Source: an optimization exercise on an open RTL-to-GDS flow (aim: small area). Production flows keep margins and buffers that such runs may drop.
At most, simulation tests tie the RTL to the original design; equivalence was not proved.
No functional check of the RTL was part of run 4.
Power and IR drop assume default switching activity.

==> flow/design.v <==
module unum_adder(
	input clk,
	input[31:0] unum1,
	input[31:0] unum2,
	output[31:0] unum_o
);
wire [30:0] m1, m2;
neg31 ng1(.x(unum1[30:0]), .s(unum1[31]), .m(m1));
neg31 ng2(.x(unum2[30:0]), .s(unum2[31]), .m(m2));
wire cmp;
gt31 gt(.a(m1), .b(m2), .gt(cmp));
reg s1_1, s2_1, cmp_1;
reg [30:0] m1_1, m2_1;
always @(posedge clk) begin
	s1_1 <= unum1[31];
	s2_1 <= unum2[31];
	m1_1 <= m1;
	m2_1 <= m2;
	cmp_1 <= cmp;
end
wire [4:0] n1, n2;
lzc32 lz1(.v({m1_1[29:0] ^ {30{m1_1[30]}}, 2'b10}), .n(n1));
lzc32 lz2(.v({m2_1[29:0] ^ {30{m2_1[30]}}, 2'b10}), .n(n2));
wire sL = cmp_1 ? s1_1 : s2_1;
wire sS = cmp_1 ? s2_1 : s1_1;
wire [30:0] mL = cmp_1 ? m1_1 : m2_1;
wire [30:0] mS = cmp_1 ? m2_1 : m1_1;
wire [4:0] nL = cmp_1 ? n1 : n2;
wire [4:0] nS = cmp_1 ? n2 : n1;
wire rL = mL[30], rS = mS[30];
wire [28:0] tL, tS;
shl29 shL(.d(mL[28:0]), .n(nL), .q(tL));
shl29 shS(.d(mS[28:0]), .n(nS), .q(tS));
wire zL = ~rL & (nL == 5'd30);   
wire zS = ~rS & (nS == 5'd30);
reg sL_2, sS_2, inf_2;
reg [8:0] scL_2, scS_2;
reg [25:0] fL_2;
reg [26:0] fS_2;
always @(posedge clk) begin
	sL_2 <= sL;
	sS_2 <= sS;
	inf_2 <= (sL & zL) | (sS & zS);
	scL_2 <= zL ? 9'd232 : {~rL, rL ? nL : ~nL, tL[28:26]};
	scS_2 <= {~rS, rS ? nS : ~nS, tS[28:26]};
	fL_2 <= tL[25:0];
	fS_2 <= {~zS | sS, tS[25:0]};
end
wire [8:0] diff = scL_2 - scS_2;
wire [4:0] d = (diff[8:5] != 4'd0) ? 5'd31 : diff[4:0];
wire [28:0] B;
shr29 shB(.d({fS_2, 2'b00}), .n(d), .q(B));
reg sg_3, sub_3, inf_3;
reg [8:0] sc_3;
reg [25:0] fL_3;
reg [28:0] B_3;
always @(posedge clk) begin
	sg_3 <= sL_2;
	sub_3 <= sL_2 ^ sS_2;
	inf_3 <= inf_2;
	sc_3 <= scL_2;
	fL_3 <= fL_2;
	B_3 <= B;
end
wire [29:0] sum;
addsub29 as(.a({1'b1, fL_3, 2'b00}), .b(B_3), .sub(sub_3), .y(sum));
reg sg_4, inf_4;
reg [8:0] sc_4;
reg [29:0] sum_4;
always @(posedge clk) begin
	sg_4 <= sg_3;
	inf_4 <= inf_3;
	sc_4 <= sc_3;
	sum_4 <= sum;
end
wire [4:0] lz;
lzc32 lzN(.v({sum_4, 2'b01}), .n(lz));      
wire nz = ~&lz;
wire [28:0] sh;
shl29 shN(.d(sum_4[28:0]), .n(lz), .q(sh));    
reg sg_5, inf_5, nz_5;
reg [8:0] e_5;
reg [26:0] f_5;
always @(posedge clk) begin
	sg_5 <= sg_4;
	inf_5 <= inf_4;
	nz_5 <= nz;
	e_5 <= sc_4 + 9'd1 - {4'd0, lz};
	f_5 <= sh[28:2];
end
wire [31:0] shv = {~e_5[8] & nz_5, e_5[8] & nz_5, e_5[2:0] & {3{nz_5}}, f_5};
wire [4:0] amt = e_5[8] ? ~e_5[7:3] : e_5[7:3];
wire [31:0] pk;
sra32 shP(.d(shv), .n(amt), .q(pk));
reg sg_6, rnd_6;
reg [30:0] r_6;
always @(posedge clk) begin
	sg_6 <= (sg_5 & nz_5) | inf_5;
	r_6 <= inf_5 ? 31'd0 : pk[31:1];
	rnd_6 <= ~inf_5 & pk[0];
end
wire [30:0] o;
rnd31 rn(.r(r_6), .sg(sg_6), .rnd(rnd_6), .y(o));
reg [31:0] o_7, o_8;
always @(posedge clk) begin
	o_7 <= {sg_6, o};
	o_8 <= o_7;
end
assign unum_o = o_8;
endmodule
module neg31(input [30:0] x, input s, output [30:0] m);
wire [31:0] o0 = {x, 1'b0};
wire [31:0] o1, o2, o3, o4, o5;
genvar i;
generate for (i = 0; i < 32; i = i + 1) begin: pf
	assign o1[i] = (i % 2 >= 1) ? (o0[i] | o0[i - i % 2 + 0]) : o0[i];
end endgenerate
generate for (i = 0; i < 32; i = i + 1) begin: pf2
	assign o2[i] = (i % 4 >= 2) ? (o1[i] | o1[i - i % 4 + 1]) : o1[i];
end endgenerate
generate for (i = 0; i < 32; i = i + 1) begin: pf3
	assign o3[i] = (i % 8 >= 4) ? (o2[i] | o2[i - i % 8 + 3]) : o2[i];
end endgenerate
generate for (i = 0; i < 32; i = i + 1) begin: pf4
	assign o4[i] = (i % 16 >= 8) ? (o3[i] | o3[i - i % 16 + 7]) : o3[i];
end endgenerate
generate for (i = 0; i < 32; i = i + 1) begin: pf5
	assign o5[i] = (i >= 16) ? (o4[i] | o4[15]) : o4[i];
end endgenerate
assign m = x ^ (o5[30:0] & {31{s}});
endmodule
module gt31(input [30:0] a, input [30:0] b, output gt);
wire [7:0] g, e;
genvar i;
generate for (i = 0; i < 8; i = i + 1) begin: grp
	wire [3:0] aa = (i < 7) ? a[4*i+3:4*i] : {1'b0, a[30:28]};
	wire [3:0] bb = (i < 7) ? b[4*i+3:4*i] : {1'b0, b[30:28]};
	assign g[i] = aa > bb;
	assign e[i] = aa == bb;
end endgenerate
wire [3:0] g2, e2;
generate for (i = 0; i < 4; i = i + 1) begin: t1
	assign g2[i] = g[2*i+1] | (e[2*i+1] & g[2*i]);
	assign e2[i] = e[2*i+1] & e[2*i];
end endgenerate
wire [1:0] g3, e3;
generate for (i = 0; i < 2; i = i + 1) begin: t2
	assign g3[i] = g2[2*i+1] | (e2[2*i+1] & g2[2*i]);
	assign e3[i] = e2[2*i+1] & e2[2*i];
end endgenerate
assign gt = g3[1] | (e3[1] & g3[0]);
endmodule
module lzc32(input [31:0] v, output [4:0] n);
wire [15:0] z1, c1;
genvar i;
generate for (i = 0; i < 16; i = i + 1) begin: l1
	assign z1[i] = ~(v[2*i+1] | v[2*i]);
	assign c1[i] = ~v[2*i+1];
end endgenerate
wire [7:0] z2; wire [15:0] c2;
generate for (i = 0; i < 8; i = i + 1) begin: l2
	assign z2[i] = z1[2*i+1] & z1[2*i];
	assign c2[2*i+1:2*i] = z1[2*i+1] ? {1'b1, c1[2*i]} : {1'b0, c1[2*i+1]};
end endgenerate
wire [3:0] z3; wire [11:0] c3;
generate for (i = 0; i < 4; i = i + 1) begin: l3
	assign z3[i] = z2[2*i+1] & z2[2*i];
	assign c3[3*i+2:3*i] = z2[2*i+1] ? {1'b1, c2[4*i+1:4*i]} : {1'b0, c2[4*i+3:4*i+2]};
end endgenerate
wire [1:0] z4; wire [7:0] c4;
generate for (i = 0; i < 2; i = i + 1) begin: l4
	assign z4[i] = z3[2*i+1] & z3[2*i];
	assign c4[4*i+3:4*i] = z3[2*i+1] ? {1'b1, c3[6*i+2:6*i]} : {1'b0, c3[6*i+5:6*i+3]};
end endgenerate
assign n = z4[1] ? {1'b1, c4[3:0]} : {1'b0, c4[7:4]};
endmodule
module shl29(input [28:0] d, input [4:0] n, output [28:0] q);
wire [28:0] l1 = n[0] ? {d[27:0], 1'b0} : d;
wire [28:0] l2 = n[1] ? {l1[26:0], 2'b0} : l1;
wire [28:0] l3 = n[2] ? {l2[24:0], 4'b0} : l2;
wire [28:0] l4 = n[3] ? {l3[20:0], 8'b0} : l3;
assign q = n[4] ? {l4[12:0], 16'b0} : l4;
endmodule
module shr29(input [28:0] d, input [4:0] n, output [28:0] q);
wire [28:0] l1 = n[0] ? {1'b0, d[28:1]} : d;
wire [28:0] l2 = n[1] ? {2'b0, l1[28:2]} : l1;
wire [28:0] l3 = n[2] ? {4'b0, l2[28:4]} : l2;
wire [28:0] l4 = n[3] ? {8'b0, l3[28:8]} : l3;
assign q = n[4] ? {16'b0, l4[28:16]} : l4;
endmodule
module sra32(input [31:0] d, input [4:0] n, output [31:0] q);
wire s = d[31];
wire [31:0] l1 = n[0] ? {s, d[31:1]} : d;
wire [31:0] l2 = n[1] ? {{2{s}}, l1[31:2]} : l1;
wire [31:0] l3 = n[2] ? {{4{s}}, l2[31:4]} : l2;
wire [31:0] l4 = n[3] ? {{8{s}}, l3[31:8]} : l3;
assign q = n[4] ? {{16{s}}, l4[31:16]} : l4;
endmodule
module addsub29(input [28:0] a, input [28:0] b, input sub, output [29:0] y);
wire [28:0] bb = b ^ {29{sub}};
wire [28:0] g0 = a & bb;
wire [28:0] p0 = a ^ bb;
wire [29:0] G, P;    
wire [28:0] gi = {g0[28:1], g0[0] | (p0[0] & sub)};
wire [28:0] pi = p0;
wire [28:0] G1, P1;
genvar i;
generate for (i = 0; i < 29; i = i + 1) begin: s1
	if (i % 2 == 1) begin
		assign G1[i] = gi[i] | (pi[i] & gi[i-1]);
		assign P1[i] = pi[i] & pi[i-1];
	end else begin
		assign G1[i] = gi[i];
		assign P1[i] = pi[i];
	end
end endgenerate
wire [28:0] G2, P2;
generate for (i = 0; i < 29; i = i + 1) begin: s2
	if (i % 4 == 3) begin
		assign G2[i] = G1[i] | (P1[i] & G1[i-2]);
		assign P2[i] = P1[i] & P1[i-2];
	end else begin
		assign G2[i] = G1[i];
		assign P2[i] = P1[i];
	end
end endgenerate
wire [28:0] G3, P3;
generate for (i = 0; i < 29; i = i + 1) begin: s3
	if (i % 8 == 7) begin
		assign G3[i] = G2[i] | (P2[i] & G2[i-4]);
		assign P3[i] = P2[i] & P2[i-4];
	end else begin
		assign G3[i] = G2[i];
		assign P3[i] = P2[i];
	end
end endgenerate
wire [28:0] G4, P4;
generate for (i = 0; i < 29; i = i + 1) begin: s4
	if (i % 16 == 15) begin
		assign G4[i] = G3[i] | (P3[i] & G3[i-8]);
		assign P4[i] = P3[i] & P3[i-8];
	end else begin
		assign G4[i] = G3[i];
		assign P4[i] = P3[i];
	end
end endgenerate
wire [28:0] C;
assign C[15] = G4[15];
assign C[7] = G4[7];
assign C[23] = G4[23] | (P4[23] & C[15]);
assign C[3] = G4[3];
assign C[11] = G4[11] | (P4[11] & C[7]);
assign C[19] = G4[19] | (P4[19] & C[15]);
assign C[27] = G4[27] | (P4[27] & C[23]);
generate for (i = 0; i < 29; i = i + 1) begin: dn
	if (i % 4 == 1 && i > 1) assign C[i] = G4[i] | (P4[i] & C[i-2]);
	else if (i == 1) assign C[i] = G4[1];
	else if (i % 2 == 0 && i > 0) assign C[i] = gi[i] | (pi[i] & C[i-1]);
	else if (i == 0) assign C[i] = gi[0];
end endgenerate
assign y[0] = p0[0] ^ sub;
assign y[28:1] = p0[28:1] ^ C[27:0];
assign y[29] = C[28] ^ sub;
endmodule
module rnd31(input [30:0] r, input sg, input rnd, output [30:0] y);
wire [30:0] v = r ^ {31{sg}};
wire a0 = sg ^ rnd;
wire c1 = (v[0] & a0) | (sg & rnd);
wire [29:0] w = v[30:1];
wire [5:0] ga;   
wire [5:0] gc;   
genvar i;
generate for (i = 0; i < 6; i = i + 1) begin: g
	assign ga[i] = &w[5*i+4:5*i];
	if (i == 0) assign gc[i] = c1;
	else assign gc[i] = gc[i-1] & ga[i-1];
end endgenerate
wire [29:0] c;
generate for (i = 0; i < 30; i = i + 1) begin: b
	if (i % 5 == 0) assign c[i] = gc[i/5];
	else assign c[i] = c[i-1] & w[i-1];
end endgenerate
assign y = {w ^ c, v[0] ^ a0};
endmodule
==> flow/flow/run.sh <==
#!/bin/bash
# Own layout flow: the standard synthesis, then the combinational logic between the
# standard synthesis's registers is mapped again with ABC (the registers, their names
# and cells are kept): the logic feeding the registers named in AREA_FLOPS with an
# area-only mapper, the rest with a delay-bounded one. Then the standard layout steps.
# Ports are buffered with the smallest buffer.
set -euo pipefail
W=$(pwd)
R=$W/orfs/results/$FLOW_PLATFORM/unum_adder/base
LIB=$FLOW_HOME/platforms/$FLOW_PLATFORM/lib/sky130_fd_sc_hd__tt_025C_1v80.lib
YOSYS=$(dirname $(command -v yosys 2>/dev/null || echo /OpenROAD-flow-scripts/tools/install/yosys/bin/yosys))/yosys
[ -x "$YOSYS" ] || YOSYS=/OpenROAD-flow-scripts/tools/install/yosys/bin/yosys

bash standard.sh synth > $W/log_synth.txt 2>&1

python3 $W/flow/genmodels.py $LIB > $W/cell_models.v 2> $W/log_genmodels.txt
cp $R/1_2_yosys.v $W/standard_synth.v
FIX="topo;stime -c;buffer -c;upsize -c;dnsize -c"
ABC_SCRIPT=${ABC_SCRIPT:-"strash;dch;map -D 2300;$FIX"}
ABC_AREA_SCRIPT=${ABC_AREA_SCRIPT:-"strash;dch;amap -m;$FIX"}
AREA_FLOPS=${AREA_FLOPS:-"sum_4* sg_4* inf_4* sc_4* e_5* f_5* nz_5* sg_5* inf_5* r_6* sg_6* rnd_6* o_7* fL_2* fS_2* scL_2* scS_2* sL_2* sS_2* inf_2* B_3* sg_3* sub_3* inf_3* sc_3* fL_3*"}
echo "$ABC_SCRIPT" | tr ';' '\n' > $W/remap.abc
echo "$ABC_AREA_SCRIPT" | tr ';' '\n' > $W/remap_area.abc
SEL=""
for p in $AREA_FLOPS; do if [ -z "$SEL" ]; then SEL="c:$p"; else SEL="$SEL c:$p %u"; fi; done
DU=""
for c in $(grep -o "sky130_fd_sc_hd__probe\S*\|sky130_fd_sc_hd__lpflow\S*" $FLOW_HOME/platforms/$FLOW_PLATFORM/config.mk | sort -u); do DU="$DU -dont_use $c"; done
cat > $W/remap.ys <<EOT
read_verilog $W/cell_models.v
read_verilog $W/standard_synth.v
hierarchy -top $FLOW_TOP
flatten
opt_clean -purge
simplemap
opt -fast
select -set late $SEL %ci*:-sky130_fd_sc_hd__dfxtp_1[Q,CLK] t:\$_* %i
abc -liberty $LIB $DU -script $W/remap_area.abc @late
select -clear
abc -liberty $LIB $DU -script $W/remap.abc t:\$_*
opt_clean -purge
setundef -zero
splitnets
opt_clean -purge
hilomap -singleton -hicell sky130_fd_sc_hd__conb_1 HI -locell sky130_fd_sc_hd__conb_1 LO
opt_clean -purge
tee -o $W/remap_stat.txt stat -liberty $LIB
write_verilog -noattr -noexpr -nohex -nodec $R/1_2_yosys.v
EOT
$YOSYS -q -l $W/log_remap.txt -s $W/remap.ys > /dev/null 2>&1
rm -f $R/1_synth.odb
export BUFFER_PORTS_ARGS="-buffer_cell sky130_fd_sc_hd__buf_1"
bash standard.sh finish > $W/log_finish.txt 2>&1
==> flow/flow/genmodels.py <==
# Generate Verilog models of the sky130hd combinational cells (from liberty functions)
# and blackbox stubs of the sequential ones.
import re, sys
lib = open(sys.argv[1]).read()
out = []
# split into cell blocks
idx = [m.start() for m in re.finditer(r'\n\s*cell\s*\(', lib)]
idx.append(len(lib))
def conv(f):
    f = f.strip().strip('"')
    # liberty: ! prefix not, ' postfix not, & * and, | + or, ^ xor, space = and
    f = re.sub(r"(\w+)'", r"(!\1)", f)
    f = re.sub(r"\(([^()]*)\)'", r"(!(\1))", f)
    f = f.replace('*', '&').replace('+', '|')
    # implicit AND (space between operands)
    f = re.sub(r'(?<=[\w)])\s+(?=[\w(!])', ' & ', f)
    f = f.replace('!', '~')
    return f
for a, b in zip(idx, idx[1:]):
    blk = lib[a:b]
    name = re.search(r'cell\s*\(\s*"?(\w+)"?\s*\)', blk).group(1)
    pins = re.findall(r'\n\s*pin\s*\(\s*"?(\w+)"?\s*\)\s*\{(.*?)\n\s{8}\}', blk, re.S)
    if not pins:
        pins = re.findall(r'pin\s*\(\s*"?(\w+)"?\s*\)\s*\{((?:[^{}]|\{[^{}]*\})*)\}', blk, re.S)
    seq = re.search(r'\b(ff|latch|statetable)\s*\(', blk) is not None
    ins, outs = [], []
    for pn, body in pins:
        d = re.search(r'direction\s*:\s*"?(\w+)"?', body)
        if not d: continue
        if d.group(1) == 'input': ins.append(pn)
        elif d.group(1) == 'output':
            fn = re.search(r'\bfunction\s*:\s*"([^"]*)"', body)
            outs.append((pn, fn.group(1) if fn else None))
    if not outs and not ins: continue
    ins = list(dict.fromkeys(ins)); outs = [o for o in dict((o[0], o) for o in outs).values() if o[0] not in ins]
    ports = ins + [o for o, _ in outs]
    if seq or any(f is None for _, f in outs):
        out.append('(* blackbox *)\nmodule %s(%s);\n%s\nendmodule\n' % (name, ', '.join(ports),
            '\n'.join(['input %s;' % i for i in ins] + ['output %s;' % o for o, _ in outs])))
    else:
        body = ['input %s;' % i for i in ins] + ['output %s;' % o for o, _ in outs]
        body += ['assign %s = %s;' % (o, conv(f)) for o, f in outs]
        out.append('module %s(%s);\n%s\nendmodule\n' % (name, ', '.join(ports), '\n'.join(body)))
print('\n'.join(out))
==> flow/standard.sh <==
#!/bin/bash
# synth_recipe.tcl (not shown) runs the flow's synth.tcl, then flattens the netlist and writes it again
# the make line also repeats each setting of config.mk as NAME=value (left out here)
make -C /OpenROAD-flow-scripts/flow DESIGN_CONFIG=/design/flow/config.mk WORK_HOME=/design/flow/orfs CLKGATE_MAP_FILE= SYNTH_SCRIPT=/design/flow/synth_recipe.tcl "${@:-finish}"
==> flow/config.mk <==
export PLATFORM = sky130hd
export DESIGN_NAME = unum_adder
export DESIGN_NICKNAME = unum_adder
export VERILOG_FILES = /design/flow/design.v
export SDC_FILE = /design/flow/constraint.sdc
export NUM_CORES = 4
export LEC_CHECK = 0
export ABC_AREA = 1
export CAP_MARGIN = 0
export CORE_MARGIN = 2
export CORE_UTILIZATION = 60
export CTS_BUF_LIST = sky130_fd_sc_hd__clkbuf_8
export CTS_CLUSTER_DIAMETER = 80
export CTS_CLUSTER_SIZE = 20
export SLEW_MARGIN = 0
==> flow/constraint.sdc <==
create_clock -name core_clock -period 4.5 [get_ports {clk}]
set_input_delay 0.9000 -clock core_clock [delete_from_list [all_inputs] [get_ports {clk}]]
set_output_delay 0.9000 -clock core_clock [all_outputs]
set_load 0.01 [all_outputs]
==> results of run 1 <==
## sequential cells by signal (all words and copies together), names as in the netlist, 9 cells and up
signal,flops
m2_1,31
fS_2,27
fL_3,26
r_6,31
scS_2,9
sum_4,30
e_5,9
sc_3,9
o_7,32
m1_1,31
f_5,27
scL_2,9
fL_2,26
sc_4,9
B_3,29
o_8,32
## critical path: cells and delay by family (launching register included)
kind,cells,cell delay (ns)
DFF,1,0.46
buffers and inverters,6,0.86
and+or+nand+nor,5,0.96
AOI/OAI and AO/OA,8,1.78
## routing by layer
layer	global-route usage [%]	vias up	routed length, µm
li1	-	9561	-
met1	39.6	8759	23600
met2	53.4	677	26700
met3	3.46	118	3310
met4	8.28	0	1360
met5	0	-	0
## worst paths after layout
path	startpoint	end	slack, ns	cells past startpoint
min	sg_4$_DFF_P_	sg_5$_DFF_P_	0.32	0
max reg2reg	m1_1[30]$_DFF_P_	fS_2[20]$_DFF_P_	0.32	19
max	m1_1[30]$_DFF_P_	fS_2[20]$_DFF_P_	0.32	19
min reg2reg	sg_4$_DFF_P_	sg_5$_DFF_P_	0.32	0
## cell type report
type / count / area [µm²]
clock buffer: 25 / 344
clock inverter: 8 / 106
fill: 2896 / 11400
inverter: 215 / 823
multi-input combinational: 1884 / 10800
sequential: 383 / 7670
tap: 442 / 553
timing repair buffer: 149 / 766
timing repair inverter: 1 / 7.51
## placed cells by master, fill, tap and decap left out, types with 6 or more instances in the layout
cell / n
inv_1: 187
or2_2: 10
a21oi_1: 209
nand3_1: 15
o22ai_1: 346
nor2_1: 399
nor2b_1: 21
o22ai_2: 7
clkinv_1: 8
a221oi_1: 14
o21ai_1: 13
dfxtp_1: 380
a22oi_1: 16
a21oi_2: 11
a22o_1: 12
clkbuf_8: 25
nor2_2: 15
nor3_1: 35
and2_1: 10
xnor2_1: 16
buf_4: 51
or3_1: 6
o32ai_1: 22
o221ai_1: 28
inv_2: 18
o21ai_0: 160
xor2_1: 44
nand2_1: 215
or2_1: 7
a31oi_1: 18
a211oi_1: 13
nand4_1: 10
o221a_2: 9
and3_1: 6
buf_1: 96
o22a_1: 76
o21a_1: 27
## stage by stage
stage / area, µm² / power, mW / cells / util (%) / setup WS (ns)
floorplan: 19800 / 14.5 / 2607 / - / 0.679
global placement: 20600 / 17.2 / 3068 / 63.3 / 0.378
detailed placement: 20600 / 17.4 / 3068 / 63.3 / 0.232
CTS: 21000 / 19.1 / 3101 / 64.6 / 0.400
global route: 21100 / 20.9 / 3107 / 64.8 / 0.0490
finish: 21100 / 19.4 / 3107 / 64.8 / 0.323
## power groups by stage
stage / Sequential (mW) / Clock, mW / Combinational, mW
finish: 5.72 / 1.67 / 12.0
global route: 5.86 / 1.83 / 13.2
detailed placement: 5.79 / 0 / 11.6
floorplan: 5.69 / 0 / 8.81
global placement: 5.74 / 0 / 11.5
CTS: 5.71 / 1.71 / 11.7
## what timing repair did
item,in CTS,in global routing
setup buffers,0,5
gates resized for setup,0,9
endpoints found under the setup margin,0,19
==> impl_metrics.tcl, run 1 <==
set metrics [dict create \
    core_area_um2 32500 \
    drive_gt1_share_pct 7.80 \
    maxCapViolCount 0 \
    switchingPower_mw 9.56 \
    dieArea_um2 34500 \
    drc 0 \
    grt_pass1_vias 16800 \
    setup_tns_ns 0 \
    worst-path-max-fanout 16 \
    crit_required_ns 4.99 \
    via_per_inst 6.15 \
    crit_chain "inv_6 -> nor2b_1 -> o22ai_1 -> or2_2 -> nor2_2 -> inv_1 -> nor4_2 -> inv_1 -> a32oi_1 -> o31ai_1 -> o22ai_2 -> clkinvlp_4 -> buf_4 -> nand2_1 -> o21ai_0 -> o22ai_1 -> o22ai_1 -> a222oi_1 -> inv_1" \
    start_util_pct 60.9 \
    clk_path_buf_depth 3 \
    h-tree-depth 1 \
    min-delay-path-class "reg -> reg" \
    drt-total-wl_mm 55.0 \
    syn_avg_cell_area_um2 7.60 \
    worst_pin_slew_ns 0.813 \
    end_kind "register" \
    grt_usage_pct 30.5 \
    p_int_mw 9.83 \
    grt_start_max_net_pins 73 \
    status "finished clean" \
    root_buffer "clkbuf_8" \
    worstSetupStartpointType "register" \
    worstSetupPathType "reg -> reg" \
    cts_tree "built" \
    vdd_drop_max_mv 0.443 \
    diodes 0 \
    p_per_area_nw_per_um2 919 \
    relSlewSlack_pct 45.8 \
    detail_route.wl_per_cell_um 17.7 \
    vias 19100 \
    antenna_found_initial 0 \
    setup_viol 0 \
    grt_setup_unrepaired "false" \
    areaGrowthSynthToFinish_pct 6.51 \
    fin_crit_sh_pct 92.8 \
    syn-num-nets 2672 \
    cts_made_buffers 25 \
    antenna_left 0 \
    clk_latency_ns 0.60 \
    synthCells 2607 \
    yosys_warnings 1 \
    path_clk_slew_ns 0.12 \
    power_switching_share_pct 49.3 \
    gp_congestion 1.01 \
    numClockSinks 383 \
    cp_slowest_stage_delay_ns 0.46 \
    firstDrtPassIters 6 \
    p_clk_share_pct 8.6 \
    slew_violations 0 \
    leakagePower_nw 8.32 \
    nNetsFinal 2724 \
    holdWs_ns 0.325 \
    grt_pass1_wl_mm 84.8 \
    num_rows 66 \
    p_comb_share_pct 61.9 \
    syn_area_um2 19800 \
    grt-ovfl-total 0 \
    clock_skew_ns 0.0264 \
    die-width_um 186 \
    arrival_ns 4.67 \
    cts_hold_buf 0 \
    io_pins 97 \
    die_h_um 186 \
    min_period_ns 4.18 \
    io_buffers 96 \
    slowest_stage "dfxtp_1" \
    drtIter0Drc 1872 \
    seq_power_share_pct 29.5 \
    final-hold-violation-count 0 \
    dp_hpwl_mm 42.6 \
    fmax_mhz 239 \
]
==> inputs of run 2 (changes only) <==
==> flow/config.mk (replaced) <==
export PLATFORM = sky130hd
export DESIGN_NAME = unum_adder
export DESIGN_NICKNAME = unum_adder
export VERILOG_FILES = /design/flow/design.v
export SDC_FILE = /design/flow/constraint.sdc
export NUM_CORES = 4
export LEC_CHECK = 0
export ABC_AREA = 0
export CAP_MARGIN = 0
export CORE_MARGIN = 2
export CORE_UTILIZATION = 60
export CTS_BUF_LIST = sky130_fd_sc_hd__clkbuf_8 sky130_fd_sc_hd__clkbuf_16
export CTS_CLUSTER_DIAMETER = 100
export CTS_CLUSTER_SIZE = 30
export SLEW_MARGIN = 0
==> run 2 against run 1 <==
  * Global-route usage is 3.1 points higher
  * Synthesized area is 3.7% higher
  * Clock skew is 0.0029 ns higher
  * Die area is 3.6% higher
  * Design area is 6.2% higher
  * Utilization is 1.8 points higher
  * Sequential share of layout area is 2.1 points lower
  * Setup slack worse by 0.063 ns
  * Wire length is 14% higher
  * Via count is 11% higher
  * Critical endpoint is now fL_2[9]$_SDFF_PN0_
==> impl_metrics.tcl, run 2 <==
set metrics [dict create \
    drive_gt1_share_pct 9.40 \
    p_int_mw 9.58 \
    syn_avg_cell_area_um2 7.56 \
    r2r-end "fL_2[9]$_SDFF_PN0_" \
    p_per_area_nw_per_um2 827 \
    clk_path_buf_depth 3 \
    grt_start_max_net_pins 71 \
    antenna_left 0 \
    final-hold-violation-count 0 \
    worst_pin_slew_ns 1.02 \
    syn-num-nets 2780 \
    power_switching_share_pct 48.3 \
    via_per_inst 6.47 \
    maxCapViolCount 0 \
    diodes 0 \
    pre_cts_slack_ns 0.245 \
    setup_tns_ns 0 \
    drt-total-wl_mm 62.6 \
    r2r_slack_ns 0.26 \
    cts_tree "built" \
    nNetsFinal 2891 \
    antenna_found_initial 0 \
    critPathLaunch "m1_1[30]$_DFF_P_" \
    fmax_mhz 236 \
    cts_made_buffers 18 \
    layout_common_cells "nor2_1, dfxtp_1, o22ai_1" \
    start_util_pct 61.1 \
    reg.largest.list "o_7: 32 flops, o_8: 32 flops" \
    dpl-instance-area_um2 21800 \
    hold_start "fL_2[5]$_SDFF_PN0_" \
    holdWs_ns 0.315 \
    num_rows 67 \
    drtIter0Drc 2646 \
    worstSetupPathType "reg -> reg" \
    grt_setup_unrepaired "false" \
    fin_area_um2 22400 \
    relSlewSlack_pct 32.1 \
    die-width_um 189 \
    cts_hold_buf 0 \
    gp_congestion 1.09 \
    grt-ovfl-total 0 \
    p_clk_share_pct 10.6 \
    path_clk_slew_ns 0.11 \
    firstDrtPassIters 11 \
    vias 21200 \
    hold_end "fL_3[5]$_DFF_P_" \
    core_area_um2 33600 \
    grt_pass1_vias 19200 \
    synthCells 2715 \
    yosys_warnings 1 \
    numClockSinks 383 \
    areaGrowthSynthToFinish_pct 9.09 \
    worst-path-max-fanout 11 \
    die_h_um 189 \
    clock_skew_ns 0.0292 \
    grt_pass1_wl_mm 98.6 \
    seq_power_share_pct 31.5 \
    detail_route.wl_per_cell_um 19.1 \
    worstSetupStartpointType "register" \
    fin_crit_sh_pct 94.2 \
    h-tree-depth 1 \
    leakagePower_nw 8.91 \
    syn_area_um2 20500 \
    grt_usage_pct 33.6 \
    rr_startpoint "m1_1[30]$_DFF_P_" \
    vdd_drop_max_mv 0.609 \
    r2r_cells 13 \
    finalPower_mw 18.5 \
    dp_hpwl_mm 48.5 \
    hold_depth 0 \
    root_buffer "clkbuf_16" \
    timing.final.ws_setup_ns 0.260 \
    end_kind "register" \
    clk_latency_ns 0.54 \
    slew_violations 0 \
    io_buffers 96 \
    arrival_ns 4.69 \
    layout.cells.most_common "nor2_1" \
    dieArea_um2 35700 \
    crit_required_ns 4.95 \
    setup_viol 0 \
    p_comb_share_pct 57.9 \
    switchingPower_mw 8.94 \
    drc 0 \
    status "finished clean" \
    min-delay-path-class "reg -> reg" \
    min_period_ns 4.24 \
    io_pins 97 \
]
[run 2: what timing repair did]
item,in CTS,in global routing
gates resized for setup,0,7
buffers inserted,0,3
endpoints found under the setup margin,0,6
[run 2: per-stage QoR]
| step | std cells | util (%) |
|---|---|---|
| global route | 3277 | 66.6 |
| global placement | 3250 | 64.7 |
| CTS | 3273 | 66.4 |
| finish | 3277 | 66.6 |
| detailed placement | 3250 | 64.7 |
| floorplan | 2715 | - |
[run 2: critical path: stages (launching register included)]
cell	delay [ns]
dfxtp_1	0.41
or3_1	0.42
o22a_1	0.25
nor2_1	0.12
inv_1	0.08
nor2_1	0.20
nand2_1	0.18
o31ai_1	0.45
nor2_1	0.11
nor2_1	0.41
clkinvlp_2	0.58
or2_2	0.49
o22ai_1	0.21
nor2b_1	0.23
[run 2: routing by layer]
layer / GRT usage (%) / part of all wire, % / routed length (µm) / up-vias
li1: - / - / - / 10100
met3: 4.86 / 7.9 / 4940 / 205
met5: 0 / 0 / 0 / -
met1: 44.0 / 41 / 25900 / 9752
met2: 56.5 / 47 / 29400 / 1100
met4: 11.7 / 3.7 / 2310 / 0
[run 2: worst max path at each step]
| stage | to | slack, ns | cells after the start |
|---|---|---|---|
| floorplan | sum_4[28]$_DFF_P_ | 0.30 | 25 |
| global placement | cmp_1$_DFF_P_ | 0.23 | 21 |
| detailed placement | cmp_1$_DFF_P_ | 0.24 | 21 |
| CTS | B_3[1]$_DFF_P_ | 0.28 | 23 |
| global route | B_3[1]$_DFF_P_ | 0.01 | 25 |
| finish | fL_2[9]$_SDFF_PN0_ | 0.26 | 13 |
[run 2: cell type report]
class | instances | area, µm²
Fill cell | 2881 | 11200
Sequential cell | 383 | 7670
Clock buffer | 19 | 475
Timing Repair inverter | 1 | 5.00
Inverter | 258 | 982
Tap cell | 448 | 561
Clock inverter | 4 | 100
Timing Repair Buffer | 194 | 1150
Multi-Input combinational cell | 1970 | 11500
[run 2: power by group through the flow]
stage / Combinational [mW] / Clock [mW] / Sequential [mW]
6_report: 10.7 / 1.96 / 5.83
4_1_cts: 10.4 / 1.99 / 5.81
3_5_place_dp: 10.4 / 0 / 5.89
5_1_grt: 11.7 / 2.09 / 5.97
2_1_floorplan: 7.54 / 0 / 5.68
3_3_place_gp: 10.2 / 0 / 5.85
==> inputs of run 3 (changes only) <==
--- a/flow/config.mk
+++ b/flow/config.mk
@@ -5,7 +5,7 @@
 export SDC_FILE = /design/flow/constraint.sdc
 export NUM_CORES = 4
 export LEC_CHECK = 0
-export ABC_AREA = 0
+export ABC_AREA = 1
 export CAP_MARGIN = 0
 export CORE_MARGIN = 2
 export CORE_UTILIZATION = 60
==> run 3 against run 2 <==
  * Setup slack better by 0.030 ns
  * Wire length down 12%
  * Design area fell by 5.7%
  * Largest cell class unchanged
  * Die area down 3.5%
==> impl_metrics.tcl, run 3 <==
set metrics [dict create \
    num_rows 66 \
    yosys_warnings 1 \
    fin_crit_sh_pct 93.6 \
    h-tree-depth 1 \
    worstSetupStartpointType "register" \
    min_period_ns 4.21 \
    post-route-util_pct 64.9 \
    worst_pin_slew_ns 0.821 \
    grt_pass1_vias 16700 \
    clk_latency_ns 0.53 \
    p_int_mw 9.95 \
    nNetsFinal 2715 \
    clk_path_buf_depth 3 \
    worst-path-max-fanout 16 \
    drc 0 \
    path_clk_slew_ns 0.11 \
    fmax_mhz 238 \
    cts_made_buffers 17 \
    hold_end "sg_5$_DFF_P_" \
    numClockSinks 383 \
    r2r-end "fS_2[20]$_DFF_P_" \
    power_switching_share_pct 49.0 \
    relSlewSlack_pct 45.3 \
    root_buffer "clkbuf_16" \
    hold_start "sg_4$_DFF_P_" \
    cts_tree "built" \
    io_pins 97 \
    finalPower_mw 19.5 \
    grt_start_max_net_pins 73 \
    firstDrtPassIters 8 \
    arrival_ns 4.63 \
    via_per_inst 6.18 \
    diodes 0 \
    grt_usage_pct 30.5 \
    reg.largest.list "o_7: 32 flops, o_8: 32 flops" \
    leakagePower_nw 8.32 \
    final-hold-violation-count 0 \
    worstSetupPathType "reg -> reg" \
    core_area_um2 32500 \
    hold_depth 0 \
    die_h_um 186 \
    seq_power_share_pct 29.3 \
    crit_chain "inv_6 -> nor2b_1 -> o22ai_1 -> or2_2 -> nor2_2 -> inv_1 -> nor4_2 -> inv_1 -> a32oi_1 -> o31ai_1 -> o22ai_2 -> clkinvlp_4 -> buf_4 -> nand2_1 -> o21ai_0 -> o22ai_1 -> o22ai_1 -> a222oi_1 -> inv_1" \
    maxCapViolCount 0 \
    switchingPower_mw 9.55 \
    syn_area_um2 19800 \
    grt_setup_unrepaired "true" \
    dieArea_um2 34500 \
    dp_hpwl_mm 42.6 \
    cpLargestDelayFamily "compound AO/OA/AOI/OAI gates" \
    synthCells 2607 \
    grt_pass1_wl_mm 84.4 \
    antenna_found_initial 0 \
    layout_common_cells "nor2_1, dfxtp_1, o22ai_1" \
    setup_tns_ns 0 \
    drt-total-wl_mm 55.0 \
    r2r_slack_ns 0.29 \
    status "finished clean" \
    cp_slowest_stage_delay_ns 0.46 \
    critPathBufInv 6 \
    vias 19100 \
    end_kind "register" \
    gp_congestion 1.01 \
    drtIter0Drc 1864 \
    areaGrowthSynthToFinish_pct 6.61 \
    detail_route.wl_per_cell_um 17.8 \
    syn-num-nets 2672 \
    r2r_cells 19 \
    cp.depth 19 \
    vdd_drop_max_mv 0.439 \
    syn_avg_cell_area_um2 7.60 \
    grt-ovfl-total 0 \
    slew_violations 0 \
    clock_skew_ns 0.0234 \
    layout.cells.most_common "nor2_1" \
    io_buffers 96 \
    crit_required_ns 4.92 \
    slowest_stage "dfxtp_1" \
    rr_startpoint "m1_1[30]$_DFF_P_" \
    min-delay-path-class "reg -> reg" \
    drive_gt1_share_pct 7.46 \
    p_comb_share_pct 61.5 \
    die-width_um 186 \
    start_util_pct 60.9 \
    p_per_area_nw_per_um2 923 \
    p_clk_share_pct 9.1 \
    setup_viol 0 \
    antenna_left 0 \
]
==> run 3: layer usage <==
metal / global-route usage, % / share of wire, % / vias to the layer above
li1: - / - / 9534
met1: 39.6 / 43 / 8766
met2: 53.1 / 49 / 710
met3: 3.66 / 6.3 / 104
met4: 8.72 / 2.3 / 0
met5: 0 / 0 / -
==> run 3: how the worst max path moves through the flow <==
stage / from / to / slack (ns)
4_1_cts: m1_1[30]$_DFF_P_ / fS_2[20]$_DFF_P_ / 0.42
2_1_floorplan: sg_6$_DFF_P_ / o_7[26]$_DFF_P_ / 0.68
3_3_place_gp: unum1[2] / cmp_1$_DFF_P_ / 0.38
6_report: m1_1[30]$_DFF_P_ / fS_2[20]$_DFF_P_ / 0.29
3_5_place_dp: unum2[0] / cmp_1$_DFF_P_ / 0.23
5_1_grt: m1_1[30]$_DFF_P_ / fS_2[23]$_DFF_P_ / -0.004
==> run 3: repair_timing <==
item                       4_1_cts  5_1_grt
setup buffers                    0        4
hold buffers                     0        0
resized for setup                0        8
setup endpoints to repair        0       17
==> run 3: area by class of cell <==
cell class | instances | area [µm²]
Timing Repair inverter | 1 | 5.00
Clock inverter | 4 | 42.5
Clock buffer | 18 | 439
Timing Repair Buffer | 148 | 758
Sequential cell | 383 | 7670
Tap cell | 442 | 553
Inverter | 215 | 823
Multi-Input combinational cell | 1884 | 10800
Fill cell | 2901 | 11400
==> run 3: power groups by stage <==
stage / registers, mW / clock network, mW / logic, mW
final: 5.72 / 1.78 / 12.0
after global routing: 5.87 / 1.92 / 13.2
after CTS: 5.72 / 1.81 / 11.7
after detailed placement: 5.79 / 0 / 11.6
after global placement: 5.74 / 0 / 11.5
after floorplan: 5.69 / 0 / 8.81
==> run 3: stage by stage <==
step                      setup WS (ns)  cells  area (µm²)  hold WS [ns]
after floorplan                   0.679   2607       19800         0.310
after global placement            0.378   3068       20600         0.310
after detailed placement          0.232   3068       20600         0.312
after CTS                         0.422   3090       21100         0.325
after global routing           -0.00400   3095       21100         0.338
final                             0.290   3095       21100         0.328
==> run 3: worst reg2reg max path, cell delays in order, from the launching register on <==
cell and delay, ns:
dfxtp_1 0.46, inv_6 0.12, nor2b_1 0.19, o22ai_1 0.14, or2_2 0.36, nor2_2 0.18, inv_1 0.10, nor4_2 0.19
inv_1 0.16, a32oi_1 0.19, o31ai_1 0.15, o22ai_2 0.32, clkinvlp_4 0.25, buf_4 0.19, nand2_1 0.05, o21ai_0 0.14
o22ai_1 0.28, o22ai_1 0.17, a222oi_1 0.41, inv_1 0.07
==> inputs of run 4 (changes only) <==
--- a/flow/design.v
+++ b/flow/design.v
@@ -47,29 +47,27 @@
 	fS_2 <= {~zS | sS, tS[25:0]};
 end
 wire [8:0] diff = scL_2 - scS_2;
-wire [4:0] d = (diff[8:5] != 4'd0) ? 5'd31 : diff[4:0];
+wire [4:0] d = (inf_2 | (diff[8:5] != 4'd0)) ? 5'd31 : diff[4:0];
 wire [28:0] B;
 shr29 shB(.d({fS_2, 2'b00}), .n(d), .q(B));
-reg sg_3, sub_3, inf_3;
+reg sg_3, sub_3;
 reg [8:0] sc_3;
 reg [25:0] fL_3;
 reg [28:0] B_3;
 always @(posedge clk) begin
-	sg_3 <= sL_2;
+	sg_3 <= sL_2 | inf_2;
 	sub_3 <= sL_2 ^ sS_2;
-	inf_3 <= inf_2;
-	sc_3 <= scL_2;
+	sc_3 <= inf_2 ? 9'h100 : scL_2;
 	fL_3 <= fL_2;
 	B_3 <= B;
 end
 wire [29:0] sum;
 addsub29 as(.a({1'b1, fL_3, 2'b00}), .b(B_3), .sub(sub_3), .y(sum));
-reg sg_4, inf_4;
+reg sg_4;
 reg [8:0] sc_4;
 reg [29:0] sum_4;
 always @(posedge clk) begin
 	sg_4 <= sg_3;
-	inf_4 <= inf_3;
 	sc_4 <= sc_3;
 	sum_4 <= sum;
 end
@@ -78,12 +76,11 @@
 wire nz = ~&lz;
 wire [28:0] sh;
 shl29 shN(.d(sum_4[28:0]), .n(lz), .q(sh));    
-reg sg_5, inf_5, nz_5;
+reg sg_5, nz_5;
 reg [8:0] e_5;
 reg [26:0] f_5;
 always @(posedge clk) begin
 	sg_5 <= sg_4;
-	inf_5 <= inf_4;
 	nz_5 <= nz;
 	e_5 <= sc_4 + 9'd1 - {4'd0, lz};
 	f_5 <= sh[28:2];
@@ -95,9 +92,9 @@
 reg sg_6, rnd_6;
 reg [30:0] r_6;
 always @(posedge clk) begin
-	sg_6 <= (sg_5 & nz_5) | inf_5;
-	r_6 <= inf_5 ? 31'd0 : pk[31:1];
-	rnd_6 <= ~inf_5 & pk[0];
+	sg_6 <= sg_5 & nz_5;
+	r_6 <= pk[31:1];
+	rnd_6 <= pk[0];
 end
 wire [30:0] o;
 rnd31 rn(.r(r_6), .sg(sg_6), .rnd(rnd_6), .y(o));
==> run 4 against run 3 <==
  * Synthesized area grew 0.10%
  * Power shrank 6.5%
  * Hold slack gained 0.0063 ns
  * Wire length shrank 2.0%
  * Clock skew shrank 0.010 ns
  * Largest cell class unchanged
  * Largest power group unchanged
==> impl_metrics.tcl, run 4 <==
set metrics [dict create \
    maxCapViolCount 0 \
    slowest_stage "a2111oi_0" \
    via_per_inst 6.10 \
    yosys_warnings 1 \
    setup_viol 0 \
    cts_tree "built" \
    cpLargestDelayFamily "compound AO/OA/AOI/OAI gates" \
    grt_start_max_net_pins 66 \
    diodes 0 \
    crit_chain "inv_2 -> nor2b_1 -> o22ai_1 -> or2_1 -> nor3_1 -> inv_1 -> or2_0 -> a31oi_1 -> a2111oi_2 -> o22ai_2 -> buf_4 -> nor2_1 -> inv_1 -> nor2_1 -> a2111oi_0 -> a211oi_1" \
    core_area_um2 32500 \
    slew_violations 0 \
    drtIter0Drc 1807 \
    postCtsSetupBuffers 0 \
    syn_area_um2 19800 \
    clock_skew_ns 0.0134 \
    hold_end "o_8[19]$_DFF_P_" \
    end_kind "register" \
    firstDrtPassIters 9 \
    crit_required_ns 4.87 \
    grt-ovfl-total 0 \
    syn-num-nets 2703 \
    areaGrowthSynthToFinish_pct 6.69 \
    arrival_ns 4.51 \
    worstSetupStartpointType "register" \
    path_clk_slew_ns 0.11 \
    holdWs_ns 0.335 \
    layout.cells.most_common "nor2_1" \
    drc 0 \
    antenna_found_initial 0 \
    reg.largest.list "o_7: 32 flops, o_8: 32 flops" \
    grt_usage_pct 30.6 \
    worst_pin_slew_ns 0.832 \
    antenna_left 0 \
    fin_area_um2 21200 \
    die_h_um 186 \
    grt_pass1_vias 17100 \
    cts_made_buffers 17 \
    status "finished clean" \
    final-hold-violation-count 0 \
    h-tree-depth 1 \
    clk_latency_ns 0.51 \
    r2r-end "scL_2[0]$_SDFF_PN0_" \
    root_buffer "clkbuf_16" \
    syn_avg_cell_area_um2 7.52 \
    die-width_um 186 \
    fin_crit_sh_pct 92.1 \
    start_util_pct 60.9 \
    nNetsFinal 2748 \
    p_per_area_nw_per_um2 862 \
    critPathBufInv 4 \
    drt-total-wl_mm 53.9 \
    num_rows 66 \
    vias 19100 \
    hold_start "o_7[19]$_DFF_P_" \
    io_buffers 96 \
    synthCells 2638 \
    r2r_slack_ns 0.36 \
    nFillCells 2889 \
    leakagePower_nw 8.50 \
    dp_hpwl_mm 42.2 \
    worst-path-max-fanout 24 \
    io_pins 97 \
    relSlewSlack_pct 44.2 \
    clk_path_buf_depth 3 \
    dieArea_um2 34500 \
    hold_depth 0 \
    gp_congestion 1.02 \
    grt_setup_unrepaired "false" \
    cts_hold_buf 0 \
    worstSetupPathType "reg -> reg" \
    setup_tns_ns 0 \
    rr_startpoint "m1_1[30]$_DFF_P_" \
    drive_gt1_share_pct 6.89 \
    min_period_ns 4.14 \
    min-delay-path-class "reg -> reg" \
    fmax_mhz 241 \
    grt_pass1_wl_mm 85.6 \
    numClockSinks 380 \
    cts_resized 0 \
    cp_slowest_stage_delay_ns 0.63 \
    vdd_drop_max_mv 0.433 \
    dpl-instance-area_um2 20600 \
    layout_common_cells "nor2_1, dfxtp_1, o22ai_1" \
    detail_route.wl_per_cell_um 17.2 \
    r2r_cells 16 \
]
==> run 4: worst register-to-register path: stages, from the launching register on <==
cell	delay, ns
dfxtp_1	0.36
inv_2	0.15
nor2b_1	0.21
o22ai_1	0.16
or2_1	0.29
nor3_1	0.40
inv_1	0.11
or2_0	0.32
a31oi_1	0.34
a2111oi_2	0.11
o22ai_2	0.21
buf_4	0.29
nor2_1	0.09
inv_1	0.12
nor2_1	0.05
a2111oi_0	0.63
a211oi_1	0.15
==> run 4: where the power goes <==
part           switching (mW)  internal (mW)  total [mW]
Clock                    1.03          0.783        1.81
Sequential              0.739           4.86        5.59
Combinational            6.96           3.86        10.8
Total                    8.73           9.50        18.2
==> run 4: worst max-delay path by stage <==
stage	cells after the start	to	start
floorplan	21	sum_4[27]$_DFF_P_	sub_3$_DFF_P_
global placement	18	cmp_1$_DFF_P_	unum2[0]
detailed placement	18	cmp_1$_DFF_P_	unum2[0]
CTS	16	scL_2[0]$_SDFF_PN0_	m1_1[30]$_DFF_P_
global route	22	e_5[8]$_DFF_P_	sum_4[28]$_DFF_P_
finish	16	scL_2[0]$_SDFF_PN0_	m1_1[30]$_DFF_P_
==> run 4: layout make-up <==
class | count | area (µm²) | share of cell area (%)
Multi-Input combinational cell | 1882 | 10800 | 51.0
Sequential cell | 380 | 7610 | 36.0
Inverter | 257 | 965 | 4.56
Timing Repair Buffer | 145 | 728 | 3.44
Tap cell | 442 | 553 | 2.61
Clock buffer | 18 | 439 | 2.08
Clock inverter | 5 | 71.3 | 0.337
==> run 4: layer usage <==
layer	part of all wire, %	track usage [%]
met1	44	40.5
met2	48	52.2
met3	5.5	3.11
met4	3.3	10.5
met5	0	0
==> run 4: metrics by stage <==
stage               power (mW)  util (%)  setup slack [ns]  std cells
global route              19.7      65.0            0.0156       3129
global placement          16.0      63.4             0.437       3106
detailed placement        16.2      63.4             0.319       3106
floorplan                 13.5         -             0.500       2638
finish                    18.2      65.0             0.356       3129
CTS                       18.0      65.0             0.427       3129

## re-timing with driven ports
No port has a modelled driver above. Below, the same layouts with a new extraction and two added sets of constraints.
Step 1 (the two cells are an assumption about what drives the block):
set clk [get_ports {clk}]
set_driving_cell -lib_cell sky130_fd_sc_hd__clkbuf_16 $clk
set_driving_cell -lib_cell sky130_fd_sc_hd__buf_2 [delete_from_list [all_inputs] $clk]
Step 2 times the ports against the registers' clock, not the clock port: input delays grow and output delays shrink by t, the midpoint of the rising clock arrivals with the driver on.
a / b / c = ideal / step 1 / step 2; a / b = the first two.
run	shift t [ns]	slack for setup (ns)	worst setup path after step 2	clock arrival spread, ns
run 1	0.640	0.323 / 0.323 / 0.194	input to register	0.026 / 0.026
run 2	0.589	0.260 / 0.260 / 0.184	input to register	0.029 / 0.029
run 3	0.572	0.290 / 0.290 / 0.190	input to register	0.023 / 0.023
run 4	0.565	0.356 / 0.356 / 0.264	input to register	0.014 / 0.014
After both steps setup and hold are still met in every run listed. For run 1, which loses most, drivers alone change the setup slack by 0.000 ns; drivers and shift together by -0.129 ns.
